From an optimization exercise on the open Yosys and OpenROAD flow, aimed at a short achievable clock period and few clock cycles; shortcuts taken in it are not production practice.
The RTL was checked by simulation tests, not by an equivalence proof against the original design.

the baseline:
## mips_single_cycle
module mips_single_cycle(
	input logic asyn_n_rst,
	input logic clk,
	input logic [31:0] instruction,
	input logic [31:0] dm_q,
	output logic [31:0] PC,
	output logic [15:0] dm_address,
	output logic [31:0] dm_d,
	output logic dm_we
	);
Size: about 4700 cells after synthesis, ~1400 flip-flops, roughly 150 I/O pins, roughly 70000 um^2 of cells after synthesis.
clock: 9.0 ns
lec_check: 0
abc_clock_period_in_ps: 2500
cap_margin: 20
core_margin: 2
core_utilization: 60
slew_margin: 20
tns_end_percent: 100
standard.sh (not shown) runs the stock make flow with config.mk's settings and CLKGATE_MAP_FILE= SYNTH_SCRIPT=/design/flow/synth_recipe.tcl, a recipe that flattens the netlist after the stock synthesis.
==> flow/flow/run.sh <==
#!/bin/bash
set -euo pipefail
bash standard.sh SETUP_SLACK_MARGIN=6.3 finish > standard_flow.log 2>&1
Testbench counts of the baseline, summed over its fixed seeds: cycles 20,653.
Edits applied to the flow inputs when going from the baseline to the candidate:
-- flow/design.v --
<<< the baseline, line 424
	logic [31:0] d_immval, d_alt;
	logic [9:0]  d_alu;
	always_ff @(posedge clk or negedge asyn_n_rst) begin
		if (!asyn_n_rst) begin
>>> the candidate, line 424
	logic [31:0] d_immval, d_alt;
	logic [9:0]  d_alu;
	logic        d_fwdb, d_fwdm;
	always_ff @(posedge clk or negedge asyn_n_rst) begin
		if (!asyn_n_rst) begin
<<< the baseline, line 460
		d_fwds   <= d_we & !k1 & (f_rsi == d_wri);
		d_fwdt   <= d_we & !k1 & (f_rt == d_wri);
		d_fwds2  <= e_we & e_valid & (f_rsi == e_wri);
		d_fwdt2  <= e_we & e_valid & (f_rt == e_wri);
	end
	logic [31:0] rf [0:31];
	logic [31:0] qs, qt, a_val, t_val, e_result;
	logic        w_we;
	logic [4:0]  w_wri;
>>> the candidate, line 461
		d_fwds   <= d_we & !k1 & (f_rsi == d_wri);
		d_fwdt   <= d_we & !k1 & (f_rt == d_wri);
		d_fwdb   <= d_we & !k1 & (f_rt == d_wri) & !f_bimm;
		d_fwdm   <= d_we & !k1 & (f_rsi == d_wri) & !(f_lwi | f_swi);
		d_fwds2  <= e_we & e_valid & (f_rsi == e_wri);
		d_fwdt2  <= e_we & e_valid & (f_rt == e_wri);
	end
	logic [31:0] rf [0:31];
	logic [31:0] qs, qt, e_result, dm_address_n;
	logic        w_we;
	logic [4:0]  w_wri;
<<< the baseline, line 470
	assign qs = d_fwds2 ? w_data : rf[d_rsi];
	assign qt = d_fwdt2 ? w_data : rf[d_rti];
	assign a_val = d_fwds ? e_result : qs;
	assign t_val = d_fwdt ? e_result : qt;
	logic        e_chkeq, e_chkne, e_chkle, e_chkgt, e_ret, e_valid;
	logic [31:0] e_a, e_b, e_alt;
>>> the candidate, line 473
	assign qs = d_fwds2 ? w_data : rf[d_rsi];
	assign qt = d_fwdt2 ? w_data : rf[d_rti];
	assign dm_address_n = ({32{d_fwdm & e_alu[A_ADD]}} & r_add) | ({32{d_fwdm & e_alu[A_SUB]}} & r_sub) |
		         ({32{d_fwdm}} & r_rest) | ({32{!(d_fwdm)}} & (d_memimm ? {16'b0, d_imm} : qs));
	logic        e_chkeq, e_chkne, e_chkle, e_chkgt, e_ret, e_valid;
	logic [31:0] e_a, e_b, e_alt;
<<< the baseline, line 482
	end
	always_ff @(posedge clk) begin
		e_a   <= a_val;
		e_b   <= d_bimm ? d_immval : t_val;
		e_alt <= d_alt;
		e_we   <= d_we;
>>> the candidate, line 485
	end
	always_ff @(posedge clk) begin
		e_a   <= ({32{d_fwds & e_alu[A_ADD]}} & r_add) | ({32{d_fwds & e_alu[A_SUB]}} & r_sub) |
		         ({32{d_fwds}} & r_rest) | ({32{!(d_fwds)}} & (qs));
		e_b   <= ({32{d_fwdb & e_alu[A_ADD]}} & r_add) | ({32{d_fwdb & e_alu[A_SUB]}} & r_sub) |
		         ({32{d_fwdb}} & r_rest) | ({32{!(d_fwdb)}} & (d_bimm ? d_immval : qt));
		e_alt <= d_alt;
		e_we   <= d_we;
<<< the baseline, line 494
		e_alu <= d_alu;
		e_wri <= d_wri;
		dm_d  <= t_val;
		dm_address <= d_memimm ? d_imm : a_val[15:0];
	end
	logic [31:0] r_add, r_sub, r_sll, r_srl, r_sra, alu_r;
	logic        eq, lte;
	assign r_add = e_a + e_b;
>>> the candidate, line 499
		e_alu <= d_alu;
		e_wri <= d_wri;
		dm_d  <= ({32{d_fwdt & e_alu[A_ADD]}} & r_add) | ({32{d_fwdt & e_alu[A_SUB]}} & r_sub) |
		         ({32{d_fwdt}} & r_rest) | ({32{!(d_fwdt)}} & (qt));
		dm_address <= dm_address_n[15:0];
	end
	logic [31:0] r_add, r_sub, r_sll, r_srl, r_sra, r_rest;
	logic        eq, lte;
	assign r_add = e_a + e_b;
<<< the baseline, line 507
	assign r_sra4 = e_bs >>> e_sa[3:0];
	assign r_sra = e_sa[4] ? {32{e_b[31]}} : r_sra4;
	assign alu_r = ({32{e_alu[A_ADD]}}  & r_add) |
	               ({32{e_alu[A_SUB]}}  & r_sub) |
	               ({32{e_alu[A_AND]}}  & (e_a & e_b)) |
	               ({32{e_alu[A_OR]}}   & (e_a | e_b)) |
	               ({32{e_alu[A_XOR]}}  & (e_a ^ e_b)) |
>>> the candidate, line 513
	assign r_sra4 = e_bs >>> e_sa[3:0];
	assign r_sra = e_sa[4] ? {32{e_b[31]}} : r_sra4;
	assign r_rest = ({32{e_alu[A_AND]}}  & (e_a & e_b)) |
	               ({32{e_alu[A_OR]}}   & (e_a | e_b)) |
	               ({32{e_alu[A_XOR]}}  & (e_a ^ e_b)) |
<<< the baseline, line 515
	               ({32{e_alu[A_SRL]}}  & r_srl) |
	               ({32{e_alu[A_SRA]}}  & r_sra) |
	               ({32{e_alu[A_PASS]}} & e_b);
	assign e_result = e_alu[A_LOAD] ? dm_q : alu_r;
	always_ff @(posedge clk or negedge asyn_n_rst) begin
		if (!asyn_n_rst) w_we <= 1'b0;
>>> the candidate, line 519
	               ({32{e_alu[A_SRL]}}  & r_srl) |
	               ({32{e_alu[A_SRA]}}  & r_sra) |
	               ({32{e_alu[A_PASS]}} & e_b) |
	               ({32{e_alu[A_LOAD]}} & dm_q);
	assign e_result = ({32{e_alu[A_ADD]}} & r_add) | ({32{e_alu[A_SUB]}} & r_sub) | r_rest;
	always_ff @(posedge clk or negedge asyn_n_rst) begin
		if (!asyn_n_rst) w_we <= 1'b0;
Count of inverters other than clock inverters in the layout is lower on the candidate
Clock latency on the worst-skew pair essentially unchanged between the baseline and the candidate.
For the candidate, the cell with the biggest individual delay on the critical path was sky130_fd_sc_hd__mux4_2, unlike the baseline, where it was sky130_fd_sc_hd__a2111oi_4.
Combined global-route utilization of all metal layers is lower on the candidate
Side by side, routed length on met3 turned out lower in the candidate than in the baseline.
Compared to the baseline, the candidate has count of plain and timing-repair buffers in the layout 4 higher.
Row time the final worst path needs with I/O delays and setup: the candidate lower / the baseline higher
Testbench counts of the candidate, summed over its fixed seeds: cycles 20,653.

## re-timing with driven ports
Ports are ideal in the flow. The routed layouts listed here were re-timed in OpenROAD. Step 1 assumes that a clkbuf_16 drives the clock port and a buf_2 every other input. Step 2 moves the port delays by t, midway between the first and last clock arrival at a register: inputs arrive t later, outputs are due t later. That takes back most of the time a late clock gives input paths. a / b / c = ideal ports / drivers / drivers and shift; a / b = the first two.
run	t, ns	slack for setup (ns)	worst setup path after step 2	worst register clock-pin slew, ns
the baseline	0.875	5.621 / 5.621 / 5.196	input to register	0.07 / 0.07
the candidate	0.863	5.725 / 5.722 / 5.032	input to register	0.07 / 0.07
After both steps setup and hold are still met in every run listed. The setup slack of the candidate, which loses most, moves by -0.003 ns with the drivers and by -0.693 ns with both steps.
